What follows belongs to an exercise in optimizing a design on an open flow for small area and a short achievable clock period; a production flow would make more cautious choices.
Where RTL was checked, it was by simulation tests only, not by an equivalence proof against the original.

==> trial 47 <==
==> flow/design.v <==
module sensor_trace # (parameter DW=512)
(
    input clk, resetn,
    input[31:0] cycles_per_frame,
    input[31:0] frame_header,
    input[7:0]  tracer_value,
    input[7:0]  tracer_enable,
    input[2:0]  tracer_index,
    output[31:0] rd_tracer_cell,
    input[31:0] wr_tracer_cell,
    input       wr_tracer_cell_wstrobe,
    input      [DW-1:0] lvds_in,
    output     [DW-1:0] lvds_out,
    output sof
);
localparam NB = DW/8;
reg [31:0] cell0, cell1, cell2, cell3, cell4, cell5, cell6, cell7;
wire [7:0] idx_hot = 8'd1 << tracer_index;
wire [7:0] we = {8{wr_tracer_cell_wstrobe}} & idx_hot;
always @(posedge clk) begin
    if (we[0]) cell0 <= wr_tracer_cell;
    if (we[1]) cell1 <= wr_tracer_cell;
    if (we[2]) cell2 <= wr_tracer_cell;
    if (we[3]) cell3 <= wr_tracer_cell;
    if (we[4]) cell4 <= wr_tracer_cell;
    if (we[5]) cell5 <= wr_tracer_cell;
    if (we[6]) cell6 <= wr_tracer_cell;
    if (we[7]) cell7 <= wr_tracer_cell;
end
sensor_trace_rdmux u_rdmux (
    .hot(idx_hot),
    .c0(cell0), .c1(cell1), .c2(cell2), .c3(cell3),
    .c4(cell4), .c5(cell5), .c6(cell6), .c7(cell7),
    .rd(rd_tracer_cell)
);
wire [31:0] cells [0:7];
assign cells[0] = cell0; assign cells[1] = cell1;
assign cells[2] = cell2; assign cells[3] = cell3;
assign cells[4] = cell4; assign cells[5] = cell5;
assign cells[6] = cell6; assign cells[7] = cell7;
reg [31:0] fc;
wire fc_lo = (fc[31:2] == 30'd0);
reg [7:0] hb;
always @* begin
    case (fc[1:0])
        2'd0: hb = frame_header[7:0];
        2'd1: hb = frame_header[15:8];
        2'd2: hb = frame_header[23:16];
        default: hb = frame_header[31:24];
    endcase
end
genvar b;
wire [7:0] lane_all1, lane_all0;
sensor_trace_lanes u_lanes (.w(lvds_in), .all1(lane_all1), .all0(lane_all0));
wire hmatch = &((hb & lane_all1) | (~hb & lane_all0));
wire [31:0] fc_inc = fc + 32'd1;
wire fc_end;
sensor_trace_eq32 u_end (.a(fc_inc), .b(cycles_per_frame), .eq(fc_end));
wire fc_clear = ~resetn | (fc_lo ? ~hmatch : fc_end);
wire [31:0] fc_next = fc_clear ? 32'd0 : fc_inc;
always @(posedge clk)
    fc <= fc_next;
assign sof = (fc == 32'd4);
wire fci_hi0 = (fc_inc[31:26] == 6'd0);
wire mw_inc, mw_zero;
sensor_trace_match u_match_wr (.fc(fc_inc[25:0]), .fc_hi0(fci_hi0), .c(wr_tracer_cell[31:6]), .m(mw_inc));
assign mw_zero = (wr_tracer_cell[31:6] == 26'd0);
reg [7:0] mq;
genvar i, h;
for (i = 0; i < 8; i = i + 1) begin : g_mq
    wire m_inc, m_zero;
    sensor_trace_match u_match (.fc(fc_inc[25:0]), .fc_hi0(fci_hi0), .c(cells[i][31:6]), .m(m_inc));
    assign m_zero = (cells[i][31:6] == 26'd0);
    always @(posedge clk)
        mq[i] <= we[i] ? (fc_clear ? mw_zero : mw_inc) : (fc_clear ? m_zero : m_inc);
end
wire [63:0] nhi, nlo;
for (i = 0; i < 8; i = i + 1) begin : g_tr
    for (h = 0; h < 8; h = h + 1) begin : g_hl
        wire grp = mq[i] & (cells[i][5:3] == h);
        sensor_trace_gate u_gate (.en(tracer_enable[i]), .grp(grp), .nhi(nhi[8*h + i]));
        assign nlo[8*h + i] = ~(cells[i][2:0] == h);
    end
end
wire [7:0] ntv = ~tracer_value;
for (b = 0; b < NB; b = b + 1) begin : g_byte
    sensor_trace_byte u_byte (
        .nhi(nhi[8*(b/8) +: 8]), .nlo(nlo[8*(b%8) +: 8]),
        .ntv(ntv), .din(lvds_in[8*b +: 8]), .dout(lvds_out[8*b +: 8])
    );
end
endmodule
module sensor_trace_match
(
    input [25:0] fc,
    input        fc_hi0,
    input [25:0] c,
    output       m
);
assign m = fc_hi0 & (fc == c);
endmodule
module sensor_trace_byte
(
    input [7:0] nhi,
    input [7:0] nlo,
    input [7:0] ntv,
    input [7:0] din,
    output [7:0] dout
);
wire ns;
sensor_trace_bsel u_sel (.nhi(nhi), .nlo(nlo), .ns(ns));
sensor_trace_bmux u_mux (.ns(ns), .ntv(ntv), .din(din), .dout(dout));
endmodule
module sensor_trace_bsel
(
    input [7:0] nhi,
    input [7:0] nlo,
    output ns
);
assign ns = ~|(~nhi & ~nlo);
endmodule
module sensor_trace_bmux
(
    input ns,
    input [7:0] ntv,
    input [7:0] din,
    output [7:0] dout
);
assign dout = ns ? din : ~ntv;
endmodule
module sensor_trace_lanes
(
    input  [511:0] w,
    output [7:0]   all1,
    output [7:0]   all0
);
genvar k, b;
for (k = 0; k < 8; k = k + 1) begin : g_lane
    wire [63:0] lane;
    for (b = 0; b < 64; b = b + 1) begin : g_bit
        assign lane[b] = w[8*b + k];
    end
    assign all1[k] = &lane;
    assign all0[k] = ~|lane;
end
endmodule
module sensor_trace_rdmux
(
    input  [7:0]  hot,
    input  [31:0] c0, c1, c2, c3, c4, c5, c6, c7,
    output [31:0] rd
);
assign rd = ({32{hot[0]}} & c0) | ({32{hot[1]}} & c1)
          | ({32{hot[2]}} & c2) | ({32{hot[3]}} & c3)
          | ({32{hot[4]}} & c4) | ({32{hot[5]}} & c5)
          | ({32{hot[6]}} & c6) | ({32{hot[7]}} & c7);
endmodule
module sensor_trace_gate
(
    input  en,
    input  grp,
    output nhi
);
assign nhi = ~(en & grp);
endmodule
module sensor_trace_eq32
(
    input  [31:0] a,
    input  [31:0] b,
    output        eq
);
assign eq = (a == b);
endmodule
==> flow/flow/run.sh <==
#!/bin/bash
# ORFS layout through the standard.sh, with these changes:
# - synthesis: the standard script, with ABC's mapping script swapped
#   per module (flow/abc_override.tcl);
# - port buffers made from the smallest buffer cell (buffer_ports otherwise
#   picks a delay cell);
# - IO pins at least 0.68 um apart (every met3 track, every second met2
#   track), and the data bus pins ordered
#   byte by byte (flow/pins.tcl).
set -euo pipefail
here=$PWD
export MY_ABC_AREA="$here/flow/abc_area.script"
export MY_ABC_MAP="$here/flow/abc_map.script"
export BUFFER_PORTS_ARGS="-buffer_cell sky130_fd_sc_hd__buf_1"
export PLACE_PINS_ARGS="-min_distance 0.68"
export PRE_IO_PLACEMENT_TCL="$here/flow/pins.tcl"
cat flow/abc_override.tcl synth_recipe.tcl > my_synth.tcl
sed "s#SYNTH_SCRIPT=[^ ]*#SYNTH_SCRIPT=$here/my_synth.tcl#" standard.sh > my_standard.sh
grep -q "SYNTH_SCRIPT=$here/my_synth.tcl" my_standard.sh
bash my_standard.sh > standard_flow.log 2>&1
==> flow/flow/abc_area.script <==
strash
dch
amap
topo
stime -c
==> flow/flow/abc_map.script <==
&get -n
&st
&dch
&nf
&put
topo
stime -c
==> flow/flow/abc_override.tcl <==
# Prepended to the standard synthesis script: the technology mapping of
# the combinational logic uses an area-oriented ABC script (MY_ABC_AREA) for
# the top module and the per-byte stamping modules, a plain delay-oriented
# mapping without gate sizing (MY_ABC_MAP) for the header lane trees, the
# read mux and the enable gates, and ORFS's own speed script for the
# equality comparators. Flip-flop mapping and everything else is unchanged.
proc abc {args} {
  set i [lsearch $args -script]
  if {$i < 0} { yosys abc {*}$args; return }
  foreach {sel script} [list \
      sensor_trace_match {} \
      sensor_trace_eq32 {} \
      sensor_trace_lanes $::env(MY_ABC_MAP) \
      sensor_trace_rdmux $::env(MY_ABC_MAP) \
      sensor_trace_gate $::env(MY_ABC_MAP) \
      sensor_trace_bsel $::env(MY_ABC_AREA) \
      sensor_trace_bmux $::env(MY_ABC_AREA) \
      sensor_trace_byte $::env(MY_ABC_AREA) \
      sensor_trace $::env(MY_ABC_AREA)] {
    set a $args
    if {$script ne {}} { lset a [expr {$i + 1}] $script }
    yosys abc {*}$a $sel
  }
}
==> flow/flow/pins.tcl <==
# Byte-sliced IO pin order: 16 bytes of the data bus per die edge, each bit's
# input pin next to its output pin, so every byte's stamping mux can sit
# right behind its own pins.
set sides {bottom right top left}
for {set s 0} {$s < 4} {incr s} {
  set names {}
  for {set b [expr {16 * $s}]} {$b < 16 * ($s + 1)} {incr b} {
    for {set k 0} {$k < 8} {incr k} {
      set j [expr {8 * $b + $k}]
      lappend names "lvds_in\[$j\]" "lvds_out\[$j\]"
    }
  }
  set_io_pin_constraint -region [lindex $sides $s]:* -pin_names $names -group -order
}
==> flow/standard.sh <==
#!/bin/bash
# synth_recipe.tcl (not shown) runs the flow's synth.tcl, then flattens the netlist and writes it again
# the make line also repeats each setting of config.mk as NAME=value (left out here)
make -C /OpenROAD-flow-scripts/flow DESIGN_CONFIG=/design/flow/config.mk WORK_HOME=/design/flow/orfs CLKGATE_MAP_FILE= SYNTH_SCRIPT=/design/flow/synth_recipe.tcl "${@:-finish}"
==> flow/config.mk <==
export PLATFORM = sky130hd
export DESIGN_NAME = sensor_trace
export DESIGN_NICKNAME = sensor_trace
export VERILOG_FILES = /design/flow/design.v
export SDC_FILE = /design/flow/constraint.sdc
export NUM_CORES = 4
export LEC_CHECK = 0
export CAP_MARGIN = 30
export CORE_MARGIN = 2
export CORE_UTILIZATION = 30
export CTS_BUF_LIST = sky130_fd_sc_hd__clkbuf_8
export PLACE_DENSITY = 0.45
export SETUP_SLACK_MARGIN = 4.25
export SLEW_MARGIN = 20
export SYNTH_HIERARCHICAL = 1
export SYNTH_MINIMUM_KEEP_SIZE = 0
export TNS_END_PERCENT = 5
==> flow/constraint.sdc <==
create_clock -name core_clock -period 10.0 [get_ports {clk}]
set_input_delay 2.0000 -clock core_clock [delete_from_list [all_inputs] [get_ports {clk}]]
set_output_delay 2.0000 -clock core_clock [all_outputs]
set_load 0.01 [all_outputs]
==> trial 31 (differences from trial 47) <==
--- a/flow/design.v
+++ b/flow/design.v
@@ -55,7 +55,5 @@
 wire hmatch = &((hb & lane_all1) | (~hb & lane_all0));
 wire [31:0] fc_inc = fc + 32'd1;
-wire fc_end;
-sensor_trace_eq32 u_end (.a(fc_inc), .b(cycles_per_frame), .eq(fc_end));
-wire fc_clear = ~resetn | (fc_lo ? ~hmatch : fc_end);
+wire fc_clear = ~resetn | (fc_lo ? ~hmatch : (fc_inc == cycles_per_frame));
 wire [31:0] fc_next = fc_clear ? 32'd0 : fc_inc;
 always @(posedge clk)
@@ -67,5 +65,5 @@
 assign mw_zero = (wr_tracer_cell[31:6] == 26'd0);
 reg [7:0] mq;
-genvar i, h;
+genvar i;
 for (i = 0; i < 8; i = i + 1) begin : g_mq
     wire m_inc, m_zero;
@@ -75,17 +73,17 @@
         mq[i] <= we[i] ? (fc_clear ? mw_zero : mw_inc) : (fc_clear ? m_zero : m_inc);
 end
-wire [63:0] nhi, nlo;
+wire [7:0] hi_hot [0:7];
+wire [7:0] lo_hot [0:7];
 for (i = 0; i < 8; i = i + 1) begin : g_tr
-    for (h = 0; h < 8; h = h + 1) begin : g_hl
-        wire grp = mq[i] & (cells[i][5:3] == h);
-        sensor_trace_gate u_gate (.en(tracer_enable[i]), .grp(grp), .nhi(nhi[8*h + i]));
-        assign nlo[8*h + i] = ~(cells[i][2:0] == h);
-    end
+    assign hi_hot[i] = {8{tracer_enable[i] & mq[i]}} & (8'd1 << cells[i][5:3]);
+    assign lo_hot[i] = 8'd1 << cells[i][2:0];
 end
-wire [7:0] ntv = ~tracer_value;
 for (b = 0; b < NB; b = b + 1) begin : g_byte
     sensor_trace_byte u_byte (
-        .nhi(nhi[8*(b/8) +: 8]), .nlo(nlo[8*(b%8) +: 8]),
-        .ntv(ntv), .din(lvds_in[8*b +: 8]), .dout(lvds_out[8*b +: 8])
+        .hi({hi_hot[7][b/8], hi_hot[6][b/8], hi_hot[5][b/8], hi_hot[4][b/8],
+             hi_hot[3][b/8], hi_hot[2][b/8], hi_hot[1][b/8], hi_hot[0][b/8]}),
+        .lo({lo_hot[7][b%8], lo_hot[6][b%8], lo_hot[5][b%8], lo_hot[4][b%8],
+             lo_hot[3][b%8], lo_hot[2][b%8], lo_hot[1][b%8], lo_hot[0][b%8]}),
+        .tv(tracer_value), .din(lvds_in[8*b +: 8]), .dout(lvds_out[8*b +: 8])
     );
 end
@@ -102,30 +100,12 @@
 module sensor_trace_byte
 (
-    input [7:0] nhi,
-    input [7:0] nlo,
-    input [7:0] ntv,
+    input [7:0] hi,
+    input [7:0] lo,
+    input [7:0] tv,
     input [7:0] din,
     output [7:0] dout
 );
-wire ns;
-sensor_trace_bsel u_sel (.nhi(nhi), .nlo(nlo), .ns(ns));
-sensor_trace_bmux u_mux (.ns(ns), .ntv(ntv), .din(din), .dout(dout));
-endmodule
-module sensor_trace_bsel
-(
-    input [7:0] nhi,
-    input [7:0] nlo,
-    output ns
-);
-assign ns = ~|(~nhi & ~nlo);
-endmodule
-module sensor_trace_bmux
-(
-    input ns,
-    input [7:0] ntv,
-    input [7:0] din,
-    output [7:0] dout
-);
-assign dout = ns ? din : ~ntv;
+wire s = |(hi & lo);
+assign dout = s ? tv : din;
 endmodule
 module sensor_trace_lanes
@@ -156,18 +136,2 @@
           | ({32{hot[6]}} & c6) | ({32{hot[7]}} & c7);
 endmodule
-module sensor_trace_gate
-(
-    input  en,
-    input  grp,
-    output nhi
-);
-assign nhi = ~(en & grp);
-endmodule
-module sensor_trace_eq32
-(
-    input  [31:0] a,
-    input  [31:0] b,
-    output        eq
-);
-assign eq = (a == b);
-endmodule
--- a/flow/flow/run.sh
+++ b/flow/flow/run.sh
@@ -5,6 +5,5 @@
 # - port buffers made from the smallest buffer cell (buffer_ports otherwise
 #   picks a delay cell);
-# - IO pins at least 0.68 um apart (every met3 track, every second met2
-#   track), and the data bus pins ordered
+# - IO pins allowed on every routing track, and the data bus pins ordered
 #   byte by byte (flow/pins.tcl).
 set -euo pipefail
@@ -13,5 +12,5 @@
 export MY_ABC_MAP="$here/flow/abc_map.script"
 export BUFFER_PORTS_ARGS="-buffer_cell sky130_fd_sc_hd__buf_1"
-export PLACE_PINS_ARGS="-min_distance 0.68"
+export PLACE_PINS_ARGS="-min_distance 1 -min_distance_in_tracks"
 export PRE_IO_PLACEMENT_TCL="$here/flow/pins.tcl"
 cat flow/abc_override.tcl synth_recipe.tcl > my_synth.tcl
==> flow/flow/abc_override.tcl (replaced) <==
# Prepended to the standard synthesis script: the technology mapping of
# the combinational logic uses an area-oriented ABC script (MY_ABC_AREA) for
# the top module, the read mux and the per-byte stamping module, a plain
# delay-oriented mapping without gate sizing (MY_ABC_MAP) for the header
# lane trees, and ORFS's own speed script for the comparators. Flip-flop
# mapping and everything else is unchanged.
proc abc {args} {
  set i [lsearch $args -script]
  if {$i < 0} { yosys abc {*}$args; return }
  foreach {sel script} [list \
      sensor_trace_match {} \
      sensor_trace_lanes $::env(MY_ABC_MAP) \
      sensor_trace_rdmux $::env(MY_ABC_AREA) \
      sensor_trace_byte $::env(MY_ABC_AREA) \
      sensor_trace $::env(MY_ABC_AREA)] {
    set a $args
    if {$script ne {}} { lset a [expr {$i + 1}] $script }
    yosys abc {*}$a $sel
  }
}
CAP_MARGIN = 20   (was 30)
CORE_UTILIZATION = 40   (was 30)
PLACE_DENSITY = 0.55   (was 0.45)
SETUP_SLACK_MARGIN = 4   (was 4.25)
TNS_END_PERCENT = default   (was 5)
==> qor summary <==
| quantity | trial 47 | trial 31 |
|---|---|---|
| Run status | finished clean | aborted with a tool error |
| Failing step | - | 5_1_grt |
| Synth top area share | 31.51% | 30.94% |
| Sequential fraction of the synthesis area | 34.79% | 34.17% |
| Post-detailed-placement half-perimeter wirelength | 150600 um | 140000 um |
| Std-Cell Rows | 104 | 91 |
| Resized Gates After CTS | 44 | 95 |
| IO Count | 1175 | 1175 |
| Post-synth design cell area | 0.02440 sq mm | 0.02484 sq mm |
| Net count of the mapped netlist | 3779 | 3305 |
| Total instance count after detailed placement | 5499 | 4765 |
| Area share of xor/xnor cells in the synthesized design | 9.621% | 8.285% |
| Number of distinct standard cells referenced by the synthesized netlist | 29 | 37 |
| Post-detailed-placement cell area | 0.03161 sq mm | 0.03124 sq mm |
| Simple-Gate Fraction of Synth Area | 30.95% | 22.38% |
| Floorplan die width | 289.2 um | 253.2 um |
| Pre-CTS worst setup slack | 3236 ps | 3353 ps |
| Buffer count from post-CTS setup fixing | 2 | 80 |
| Gate Count Post-Synth | 3145 | 2670 |
| Post-synthesis share of cell area spent on full adders, half adders and majority gates | 0.2051% | 0.2518% |
| Mean post-synth cell area | 7.757 sq um | 9.304 sq um |
| Post-synthesis compound-gate area fraction | 22.85% | 32.61% |
| CTS Buf Count | 51 | 49 |
| Mux share of post-synthesis cell area | 0% | 0% |
| Final weighted congestion in routability-driven placement | 1.043 | 1.179 |
| Effective utilization at floorplan | 30.29% | 40.33% |
| Die Y | 289.2 um | 253.2 um |
| Leading cell type by number of instances after synthesis | sky130_fd_sc_hd__nand2_1 | sky130_fd_sc_hd__a22o_1 |
For trial 31, only the layout was checked, not whether the RTL still works.

## separate check: timing with driven ports
The results above use ideal ports. As a check the final layout listed here was re-extracted and re-timed, cells and wires unchanged.
Step 1: set_driving_cell puts a clkbuf_16 on clk and a buf_2 on each other input, an assumption about the parent block.
Step 2, shift: input delay + t, output delay - t, t = (earliest + latest rising clock arrival at the registers) / 2. This alone moves slack from input paths to output paths.
a / b / c = ideal / step 1 / step 2; a / b = the first two.
run: trial 47
t, ns: 0.701
slack for setup (ns): 4.169 / 4.043 / 4.011
latest minus earliest clock arrival (ns): 0.071 / 0.071
worst register clock-pin slew, ns: 0.07 / 0.07
worst data-port slew with drivers (ns): 0.18
After both steps trial 47 still meets setup and hold. For trial 47, drivers alone change the setup slack by -0.126 ns; drivers and shift together by -0.158 ns.
